This design comes from an exercise in tuning for small area and a short achievable clock period on the open sky130 flow, not from production work. In this exercise RTL edits were held to simulation tests only and were not proved equivalent to the original. Power is estimated from default activity; no workload was simulated.

== job 5237 ==
## MIPS_Core
module MIPS_Core (
input  wire          Clk_M,
input  wire          Reset_M,
output wire  [31:0]  PC_M,
input  wire  [31:0]  Instr_M,
output wire          MemWrite_M,
output wire  [31:0]  ALUOut_M,
output wire  [31:0]  WriteData_M,
input  wire  [31:0]  ReadData_M
);
Size in the first run: about 4400 cells after synthesis, about 160 I/O pins, roughly 60000 um^2 of cells after synthesis.
==> flow/config.mk <==
export PLATFORM = sky130hd
export DESIGN_NAME = MIPS_Core
export DESIGN_NICKNAME = MIPS_Core
export VERILOG_FILES = /design/flow/design.v
export SDC_FILE = /design/flow/constraint.sdc
export NUM_CORES = 4
export LEC_CHECK = 0
export CAP_MARGIN = 20
export CORE_MARGIN = 2
export CORE_UTILIZATION = 30
export CTS_CLUSTER_DIAMETER = 60
export CTS_CLUSTER_SIZE = 25
export SLEW_MARGIN = 20
export SYNTH_HIERARCHICAL = 1
==> flow/constraint.sdc <==
create_clock -name core_clock -period 22.0 [get_ports {Clk_M}]
set_input_delay 4.4000 -clock core_clock [delete_from_list [all_inputs] [get_ports {Clk_M}]]
set_output_delay 4.4000 -clock core_clock [all_outputs]
set_load 0.01 [all_outputs]
standard.sh (not shown) runs the stock make flow with config.mk's settings and CLKGATE_MAP_FILE= SYNTH_SCRIPT=/design/flow/synth_recipe.tcl, a recipe that flattens the netlist after the stock synthesis.
==> flow/flow/run.sh <==
#!/bin/bash
# Layout: the standard flow (standard.sh), with three changes in how the
# layout is made. The SDC, the clock period and every step's script are the
# standard ones.
#  * ORFS's timing repair aims at a setup slack of 10 ns rather than 0, so that
#    it keeps speeding up the critical paths past what the 22 ns clock needs.
#  * Port buffering (still on every input and output) starts from buf_1; the
#    repair upsizes the ones on critical paths.
#  * After the standard synthesis, the a22oi/a21oi/o22ai gates that ABC sized
#    up to drive strength 2 start at strength 1; the repair upsizes the ones
#    on critical paths. Registers are not touched.
set -euo pipefail
ARGS=(SETUP_SLACK_MARGIN=10 "BUFFER_PORTS_ARGS=-buffer_cell sky130_fd_sc_hd__buf_1")
bash standard.sh "${ARGS[@]}" synth > synth.log 2>&1
NET=orfs/results/$FLOW_PLATFORM/MIPS_Core/base/1_2_yosys.v
sed -i -E 's/sky130_fd_sc_hd__(a22oi|a21oi|o22ai)_2 /sky130_fd_sc_hd__\1_1 /' "$NET"
touch "$NET"
bash standard.sh "${ARGS[@]}" finish > layout.log 2>&1
Job 5237 has completed all stages; timing, DRC and antenna checks passed.
Edits applied to the flow inputs when going from job 5237 to job 211:
==> flow/flow/run.sh <==
#!/bin/bash
# Layout: the standard flow (standard.sh) unchanged, except that ORFS's
# timing repair aims at a setup slack of 10 ns rather than 0, so that it keeps
# speeding up the critical paths past what the 22 ns clock needs. The SDC,
# the clock period and every other step are the standard ones.
set -euo pipefail
export SETUP_SLACK_MARGIN=10
bash standard.sh > standard.log 2>&1
Results
- Number of fillers in the final layout in job 211 is 749 higher than in job 5237
- Sort job 211 and job 5237 by clock tree buffer count of the final layout, ascending, and job 211 comes first.
- Sort job 211 and job 5237 by multi-input gate area in the final layout asc -> top: job 5237
- Side by side, worst path setup slack after routing turned out lower in job 211 than in job 5237.
- Share of the final layout cell area in multi-input gates in job 211 is 1.8 points above job 5237.


== before ==
MIPS_Core, a different RTL version from the one above (not shown whole).
For scale: roughly 160 I/O pins, ~61,000 um^2 of cells after synthesis.
// MIPS_Core
module MIPS_Core (
input  wire          Clk_M,
input  wire          Reset_M,
output wire  [31:0]  PC_M,
input  wire  [31:0]  Instr_M,
output wire          MemWrite_M,
output wire  [31:0]  ALUOut_M,
output wire  [31:0]  WriteData_M,
input  wire  [31:0]  ReadData_M
);
clock: 22.0 ns
lec_check: 0
cap_margin: 20
core_margin: 2
core_utilization: 30
cts_cluster_diameter: 60
cts_cluster_size: 25
slew_margin: 20
synth_hierarchical: 1
==> flow/flow/run.sh <==
#!/bin/bash
# Layout: the standard flow (standard.sh), with three changes in how the
# layout is made. The SDC, the clock period and every step's script are the
# standard ones.
#  * ORFS's timing repair aims at a setup slack of 6 ns rather than 0, so that
#    it keeps speeding up the critical paths past what the 22 ns clock needs.
#  * Port buffering (still on every input and output) starts from buf_1; the
#    repair upsizes the ones on critical paths.
#  * After the standard synthesis, the a22oi/a21oi/o22ai gates that ABC sized
#    up to drive strength 2 start at strength 1; the repair upsizes the ones
#    on critical paths. Registers are not touched.
set -euo pipefail
ARGS=(SETUP_SLACK_MARGIN=6 "BUFFER_PORTS_ARGS=-buffer_cell sky130_fd_sc_hd__buf_1")
bash standard.sh "${ARGS[@]}" synth > synth.log 2>&1
NET=orfs/results/$FLOW_PLATFORM/MIPS_Core/base/1_2_yosys.v
sed -i -E 's/sky130_fd_sc_hd__(a22oi|a21oi|o22ai)_2 /sky130_fd_sc_hd__\1_1 /' "$NET"
touch "$NET"
bash standard.sh "${ARGS[@]}" finish > layout.log 2>&1
before: PASS, flow complete, no timing, DRC or antenna violations
The inputs of after differ from those of before as listed below.
==> flow/flow/run.sh <==
#!/bin/bash
# Layout: the standard flow (standard.sh) unchanged, except that ORFS's
# timing repair aims at a setup slack of 6 ns rather than 0, so that it keeps
# speeding up the critical paths past what the 22 ns clock needs. The SDC,
# the clock period and every other step are the standard ones.
set -euo pipefail
export SETUP_SLACK_MARGIN=6
bash standard.sh > standard.log 2>&1
Results
- Compared to before, after has global-route track usage on met1 0.15 points lower.
- Comparing count of nets after finishing for after and before, the smaller number came from after.
- Measured against each other, after and before differ in combinational share of power, the higher figure coming from before.

## port drivers added, routing unchanged
In the flow no input, the clock included, has a driving cell. The finished layouts below were timed again as built, in two steps. Step 1: set_driving_cell puts a clkbuf_16 on Clk_M and a buf_2 on each other input, an assumption about the parent block. Step 2 also shifts input and output timing later by t, the mid clock arrival at the registers, as if the neighbouring blocks saw the same clock. a / b / c = ideal / step 1 / step 2; a / b = the first two.
| run | shift t [ns] | setup slack, ns | clock arrival spread, ns | worst register clock-pin slew, ns | cell pins on the clock port's net |
|---|---|---|---|---|---|
| job 5237 | 0.788 | 9.727 / 9.569 / 9.349 | 0.068 / 0.068 | 0.10 / 0.10 | 1 |
| job 211 | 0.748 | 9.565 / 9.409 / 9.146 | 0.064 / 0.063 | 0.11 / 0.11 | 1 |
| before | 0.755 | 5.925 / 5.822 / 5.822 | 0.066 / 0.066 | 0.10 / 0.10 | 1 |
| after | 0.767 | 5.949 / 5.837 / 5.837 | 0.054 / 0.054 | 0.09 / 0.09 | 1 |
After both steps every run listed still meets setup and hold. The setup slack of job 211, which loses most, moves by -0.156 ns with the drivers and by -0.419 ns with both steps.
